From an optimization exercise on the open Yosys and OpenROAD flow, aimed at small area; shortcuts taken in it are not production practice.
Function was checked by simulation only, so behaviour that the tests miss may differ from the original.
Power is estimated from default activity; no workload was simulated. No driver is modelled on the clock port, so clocking that relies on it looks cheaper here than on a real chip.

Setup of run 1:
Design router, start of the top module:
module router(clk, reset, polarity,
N_S_di_v0, N_S_di_v1, N_S_si_v0, N_S_si_v1, N_S_ri_v0, N_S_ri_v1, S_N_do_v0, S_N_do_v1, S_N_so_v0, S_N_so_v1, S_N_ro_v0, S_N_ro_v1,
S_N_di_v0, S_N_di_v1, S_N_si_v0, S_N_si_v1, S_N_ri_v0, S_N_ri_v1, N_S_do_v0, N_S_do_v1, N_S_so_v0, N_S_so_v1, N_S_ro_v0, N_S_ro_v1,
E_W_di_v0, E_W_di_v1, E_W_si_v0, E_W_si_v1, E_W_ri_v0, E_W_ri_v1, W_E_do_v0, W_E_do_v1, W_E_so_v0, W_E_so_v1, W_E_ro_v0, W_E_ro_v1,
W_E_di_v0, W_E_di_v1, W_E_si_v0, W_E_si_v1, W_E_ri_v0, W_E_ri_v1, E_W_do_v0, E_W_do_v1, E_W_so_v0, E_W_so_v1, E_W_ro_v0, E_W_ro_v1,
pedi_v0, pedi_v1, pesi_v0, pesi_v1, peri_v0, peri_v1, pedo_v0, pedo_v1, peso_v0, peso_v1, pero_v0, pero_v1
);
Size in the first run: about 4,400 cells after synthesis, ~1,300 I/O pins.
export LEC_CHECK = 0
export CAP_MARGIN = 20
export CORE_AREA = 5 5 315 315
export DIE_AREA = 0 0 320 320
export SLEW_MARGIN = 20
create_clock -name core_clock -period 4.0 [get_ports {clk}]
standard.sh (not shown) runs the stock make flow with config.mk's settings and CLKGATE_MAP_FILE= SYNTH_SCRIPT=/design/flow/synth_recipe.tcl, a recipe that flattens the netlist after the stock synthesis.
==> flow/flow/run.sh <==
#!/bin/bash
# Own layout flow: the standard flow (standard.sh, which runs the standard
# synthesis unchanged) with these ORFS settings changed:
#  - port buffers (one per port, as in the standard flow) use the smallest
#    buffer cell instead of the default choice;
#  - clock tree synthesis uses larger sink clusters and no dummy loads;
set -euo pipefail
cd "$(dirname "$0")/.."
bash standard.sh \
  "BUFFER_PORTS_ARGS=-buffer_cell sky130_fd_sc_hd__buf_1" \
  "CTS_ARGS=-sink_clustering_enable -repair_clock_nets -dont_use_dummy_load -sink_clustering_size 24 -sink_clustering_max_diameter 80" \
  "PLACE_PINS_ARGS=-min_distance 1 -min_distance_in_tracks" \
  finish > flow_make.log 2>&1
--- input diff run 1..run 2 ---
Settings: changing CORE_AREA from 5 5 315 315 to 5 5 445 445; changing DIE_AREA from 0 0 320 320 to 0 0 450 450.
-- flow/flow/run.sh --
<<< run 1, line 6
#  - clock tree synthesis uses larger sink clusters and no dummy loads;
>>> run 2, line 6
#  - clock tree synthesis uses larger sink clusters and no dummy loads.
# Each tool's full output stays in the ORFS logs under orfs/logs; make's own
# output goes to flow_make.log in this folder.
<<< run 1, line 11
  "CTS_ARGS=-sink_clustering_enable -repair_clock_nets -dont_use_dummy_load -sink_clustering_size 24 -sink_clustering_max_diameter 80" \
  "PLACE_PINS_ARGS=-min_distance 1 -min_distance_in_tracks" \
>>> run 2, line 13
  "CTS_ARGS=-sink_clustering_enable -repair_clock_nets -dont_use_dummy_load -sink_clustering_size 20 -sink_clustering_max_diameter 80" \
## What came out
Relative to run 1, power of the combinational group increased by about 4% in run 2.
Diff run 1 -> run 2: instance count of the mapped netlist ~0 delta; critical path depth +4; reported sequential group power ~0 delta; maximum fanout count along the critical path -26%.
Core util | run 2 vs run 1 | run 2 lower
Summary — final worst-path cycle share, run 2 relative to run 1: lower, by 0.99 points.
Run 2 leaves more setup margin than run 1.
Run 2 vs run 1 — power climbed by a few percent
diff inputs: run 2 => run 3
==> flow/run.sh (new file) <==
#!/bin/bash
# synth_recipe.tcl (not shown) runs the flow's synth.tcl, then flattens the netlist and writes it again
# the make line also repeats each setting of config.mk as NAME=value (left out here)
make -C /OpenROAD-flow-scripts/flow DESIGN_CONFIG=/design/flow/config.mk WORK_HOME=/design/flow/orfs CLKGATE_MAP_FILE= SYNTH_SCRIPT=/design/flow/synth_recipe.tcl finish
removed: flow/flow/run.sh
removed: flow/standard.sh
## What came out
- Looking only at total power per unit cell area, and setting everything else aside, the lower value of run 3 and run 2 goes to run 2.
- Compared with run 2, in run 3 share of cell area taken by flip-flops and latches shows a reduction of 7.2 points; first-pass iteration count of the detailed router +1; transition time at the pin with the least slew margin went up 5.7 ps.
- Compare run 3 and run 2 | part of the cycle the worst path needs higher: run 3
- Per the comparison of run 3 with run 2, fraction of power consumed by combinational cells went up, cell area went up.
Changes in run 4 relative to run 3:
Settings: a change of DIE_AREA from 0 0 450 450 to 0 0 320 320; a change of CAP_MARGIN from 20 to 0; a change of CORE_AREA from 5 5 445 445 to 5 5 315 315; a change of SLEW_MARGIN from 20 to 0.
==> flow/flow/run.sh (new file) <==
#!/bin/bash
# Own layout flow: the standard flow (standard.sh, which runs the standard
# synthesis unchanged) with these ORFS settings changed:
#  - port buffers (one per port, as in the standard flow) use the smallest
#    buffer cell instead of the default choice;
#  - clock tree synthesis uses larger sink clusters and no dummy loads;
set -euo pipefail
cd "$(dirname "$0")/.."
bash standard.sh \
  "BUFFER_PORTS_ARGS=-buffer_cell sky130_fd_sc_hd__buf_1" \
  "CTS_ARGS=-sink_clustering_enable -repair_clock_nets -dont_use_dummy_load -sink_clustering_size 24 -sink_clustering_max_diameter 80" \
  "PLACE_PINS_ARGS=-min_distance 1 -min_distance_in_tracks" \
  finish > flow_make.log 2>&1
==> flow/standard.sh (new file) <==
#!/bin/bash
# synth_recipe.tcl (not shown) runs the flow's synth.tcl, then flattens the netlist and writes it again
# the make line also repeats each setting of config.mk as NAME=value (left out here)
make -C /OpenROAD-flow-scripts/flow DESIGN_CONFIG=/design/flow/config.mk WORK_HOME=/design/flow/orfs CLKGATE_MAP_FILE= SYNTH_SCRIPT=/design/flow/synth_recipe.tcl "${@:-finish}"
removed: flow/run.sh
### Flow results
~same timing-limited maximum frequency in run 3 and run 4
Compare run 3 and run 4 | routed length on met3 lower: run 3
Looking at global-route usage across run 3 and run 4, the one that comes out higher is run 4.
Between run 4 and run 3, the flip-flop and latch count figures differ only marginally.
Run 4 vs. run 3: initial cell density of the core higher; footprint of the multi-input gates roughly the same; cell count after synthesis roughly the same; worst setup slack lower; shortest clock period the worst path allows after layout higher.

---

router again, from the RTL that the note above started with.
clock: 4.0 ns
lec_check: 0
cap_margin: 20
core_area: 5 5 315 315
die_area: 0 0 320 320
slew_margin: 20
==> flow/flow/run.sh <==
#!/bin/bash
# Own layout flow: the standard flow (standard.sh, which runs the standard
# synthesis unchanged) with these ORFS settings changed:
#  - port buffers use the smallest buffer cell instead of the default choice;
#  - clock tree synthesis uses small clock buffers and no dummy loads;
#  - pins may sit on every routing track, so a smaller die holds them.
# Each tool's full output stays in the ORFS logs under orfs/logs; make's own
# output goes to flow_make.log in this folder.
set -euo pipefail
cd "$(dirname "$0")/.."
bash standard.sh \
  "BUFFER_PORTS_ARGS=-buffer_cell sky130_fd_sc_hd__buf_1" \
  "CTS_ARGS=-sink_clustering_enable -repair_clock_nets -dont_use_dummy_load -buf_list {sky130_fd_sc_hd__clkbuf_2 sky130_fd_sc_hd__clkbuf_4 sky130_fd_sc_hd__clkbuf_8}" \
  "PLACE_PINS_ARGS=-min_distance 1 -min_distance_in_tracks" \
  finish > flow_make.log 2>&1
Rerun with:
==> flow/run.sh (new file) <==
#!/bin/bash
# synth_recipe.tcl (not shown) runs the flow's synth.tcl, then flattens the netlist and writes it again
# the make line also repeats each setting of config.mk as NAME=value (left out here)
make -C /OpenROAD-flow-scripts/flow DESIGN_CONFIG=/design/flow/config.mk WORK_HOME=/design/flow/orfs CLKGATE_MAP_FILE= SYNTH_SCRIPT=/design/flow/synth_recipe.tcl finish
CORE_AREA = default   (was 5 5 315 315)
CORE_MARGIN = 2   (was default)
CORE_UTILIZATION = 50   (was default)
DIE_AREA = default   (was 0 0 320 320)
removed: flow/flow/run.sh
removed: flow/standard.sh
After rerunning: With this change the flow died in I/O pin placement (3_2_place_iop) on PPL-0024. Synthesized cell count is unchanged. Synthesized area is unchanged.
Rerun with:
==> flow/flow/run.sh (new file) <==
#!/bin/bash
# Own layout flow: the standard flow (standard.sh, which runs the standard
# synthesis unchanged) with two ORFS settings changed:
#  - port buffers use the smallest buffer cell instead of the default choice;
#  - clock tree synthesis builds the tree without dummy loads.
# Each tool's full output stays in the ORFS logs under orfs/logs; make's own
# output goes to flow_make.log in this folder.
set -euo pipefail
cd "$(dirname "$0")/.."
bash standard.sh \
  "BUFFER_PORTS_ARGS=-buffer_cell sky130_fd_sc_hd__buf_1" \
  "CTS_ARGS=-sink_clustering_enable -repair_clock_nets -dont_use_dummy_load" \
  finish > flow_make.log 2>&1
==> flow/standard.sh (new file) <==
#!/bin/bash
# synth_recipe.tcl (not shown) runs the flow's synth.tcl, then flattens the netlist and writes it again
# the make line also repeats each setting of config.mk as NAME=value (left out here)
make -C /OpenROAD-flow-scripts/flow DESIGN_CONFIG=/design/flow/config.mk WORK_HOME=/design/flow/orfs CLKGATE_MAP_FILE= SYNTH_SCRIPT=/design/flow/synth_recipe.tcl "${@:-finish}"
CORE_AREA = 5 5 445 445   (was default)
CORE_MARGIN = default   (was 2)
CORE_UTILIZATION = default   (was 50)
DIE_AREA = 0 0 450 450   (was default)
removed: flow/run.sh
Outcome: With this change the flow produced a clean layout; synthesized cell count is unchanged; synthesized area is unchanged.
Rerun with:
--- a/flow/flow/run.sh
+++ b/flow/flow/run.sh
@@ -10,4 +10,4 @@
 bash standard.sh \
   "BUFFER_PORTS_ARGS=-buffer_cell sky130_fd_sc_hd__buf_1" \
-  "CTS_ARGS=-sink_clustering_enable -repair_clock_nets -dont_use_dummy_load" \
+  "CTS_ARGS=-sink_clustering_enable -repair_clock_nets -dont_use_dummy_load -sink_clustering_size 30 -sink_clustering_max_diameter 100" \
   finish > flow_make.log 2>&1
CTS_CLUSTER_DIAMETER = 100   (was default)
CTS_CLUSTER_SIZE = 30   (was default)
=> First-iteration DRC count came out lower by 2.5%. Final area came out lower by 3.6%. Sequential cell count stays the same. Non-clock buffer count is unchanged. Routed wire length came out lower by 0.92%. Sequential share of layout area came out higher by 1.6 points. Synthesized area does not change. Cell count came out lower by 0.99%. Global-route usage came out lower by 0.34 points.
Rerun with:
==> flow/flow/run.sh (replaced) <==
#!/bin/bash
# Own layout flow: the standard flow (standard.sh, which runs the standard
# synthesis unchanged) with these ORFS settings changed:
#  - port buffers use the smallest buffer cell instead of the default choice;
#  - clock tree synthesis uses small clock buffers and no dummy loads.
# Each tool's full output stays in the ORFS logs under orfs/logs; make's own
# output goes to flow_make.log in this folder.
set -euo pipefail
cd "$(dirname "$0")/.."
bash standard.sh \
  "BUFFER_PORTS_ARGS=-buffer_cell sky130_fd_sc_hd__buf_1" \
  "CTS_ARGS=-sink_clustering_enable -repair_clock_nets -dont_use_dummy_load -buf_list {sky130_fd_sc_hd__clkbuf_2 sky130_fd_sc_hd__clkbuf_4 sky130_fd_sc_hd__clkbuf_8}" \
  finish > flow_make.log 2>&1
CTS_CLUSTER_DIAMETER = default   (was 100)
CTS_CLUSTER_SIZE = default   (was 30)
Effect: Design area rises by 8.1%; sequential power hardly moves; clock power rises by 42%; hold slack is worse by 0.096 ns; sequential share of layout area falls by 3.4 points; synthesized cell count stays the same; global-route usage rises by 0.69 points; power rises by 13%; critical path depth stays the same; non-clock buffer count rises by 291.

---

Setup of Q:
router again, from the RTL that the note above started with.
export LEC_CHECK = 0
export CAP_MARGIN = 20
export CORE_AREA = 5 5 315 315
export DIE_AREA = 0 0 320 320
export GPL_TIMING_DRIVEN = 0
export PLACE_DENSITY = 0.7
export SLEW_MARGIN = 20
create_clock -name core_clock -period 4.0 [get_ports {clk}]
==> flow/flow/run.sh <==
#!/bin/bash
# Own layout flow: the standard flow (standard.sh, which runs the standard
# synthesis unchanged) with these ORFS settings changed:
#  - port buffers (one per port, as in the standard flow) use the smallest
#    buffer cell instead of the default choice;
#  - clock tree synthesis uses larger sink clusters and no dummy loads;
set -euo pipefail
cd "$(dirname "$0")/.."
bash standard.sh \
  "BUFFER_PORTS_ARGS=-buffer_cell sky130_fd_sc_hd__buf_1" \
  "CTS_ARGS=-sink_clustering_enable -repair_clock_nets -dont_use_dummy_load -sink_clustering_size 24 -sink_clustering_max_diameter 80" \
  "PLACE_PINS_ARGS=-min_distance 1 -min_distance_in_tracks" \
  finish > flow_make.log 2>&1
Q went all the way through synthesis, placement and routing and the layout is clean on timing, DRC and antenna.
## Diff of input files: T against Q
Settings: clearing PLACE_DENSITY, which used to be 0.7; clearing GPL_TIMING_DRIVEN, which used to be 0.
==> flow/flow/run.sh <==
#!/bin/bash
# Own layout flow: the standard flow (standard.sh, which runs the standard
# synthesis unchanged) with two ORFS settings changed:
#  - port buffers use the smallest buffer cell instead of the default choice;
#  - clock tree synthesis builds the tree without dummy loads.
# Each tool's full output stays in the ORFS logs under orfs/logs; make's own
# output goes to flow_make.log in this folder.
set -euo pipefail
cd "$(dirname "$0")/.."
bash standard.sh \
  "BUFFER_PORTS_ARGS=-buffer_cell sky130_fd_sc_hd__buf_1" \
  "CTS_ARGS=-sink_clustering_enable -repair_clock_nets -dont_use_dummy_load -sink_clustering_size 30 -sink_clustering_max_diameter 100" \
  "PLACE_PINS_ARGS=-min_distance 1 -min_distance_in_tracks" \
  finish > flow_make.log 2>&1
### Flow results
Result for T and Q: all clean
Synthesized cell count: Q vs T — no meaningful difference
Summary: with Q as the reference, leakage power in T moved down by a few percent.
Number of synthesized flops with an enable pin: Q vs T identical
Iteration count of the initial detailed-routing pass ended up 3 higher on T than on Q.
After detailed routing, Q needs more wire than T.
In terms of synthesized area per cell, T and Q differ only marginally.
Design area on T is ahead of Q.
Fraction of area in multi-input gates (higher): T

-- re-timing with driven ports --
Ports are ideal in the flow. The routed layouts listed here were re-timed in OpenROAD.
Step 1 assumes that a clkbuf_16 drives the clock port and a buf_2 every other input.
Step 2 moves the port delays by t, midway between the first and last clock arrival at a register: inputs arrive t later, outputs are due t later. That takes back most of the time a late clock gives input paths.
a / b / c = no drivers / after step 1 / after step 2; a / b = the first two.
| run | shift t [ns] | setup WS [ns] | worst register clock-pin slew, ns |
|---|---|---|---|
| run 1 | 0.783 | 0.862 / 0.785 / 0.920 | 0.10 / 0.10 |
| run 2 | 0.748 | 0.902 / 0.835 / 0.877 | 0.09 / 0.09 |
| run 3 | 0.845 | 0.871 / 0.800 / 0.941 | 0.07 / 0.07 |
| run 4 | 0.783 | 0.862 / 0.785 / 0.920 | 0.10 / 0.10 |
| the first run of note 2 | 0.939 | 0.725 / 0.653 / 0.879 | 0.06 / 0.06 |
| the third run of note 2 | 0.812 | 0.907 / 0.833 / 0.826 | 0.06 / 0.06 |
| the fourth run of note 2 | 0.755 | 0.870 / 0.796 / 0.882 | 0.12 / 0.12 |
| the fifth run of note 2 | 0.944 | 0.687 / 0.618 / 0.843 | 0.07 / 0.07 |
| Q | 0.753 | 0.260 / 0.260 / 0.041 | 0.11 / 0.11 |
| T | 0.720 | 0.879 / 0.806 / 0.894 | 0.13 / 0.13 |
After both steps setup and hold are still met in every run listed. For Q, which loses most, drivers alone change the setup slack by 0.000 ns; drivers and shift together by -0.219 ns.
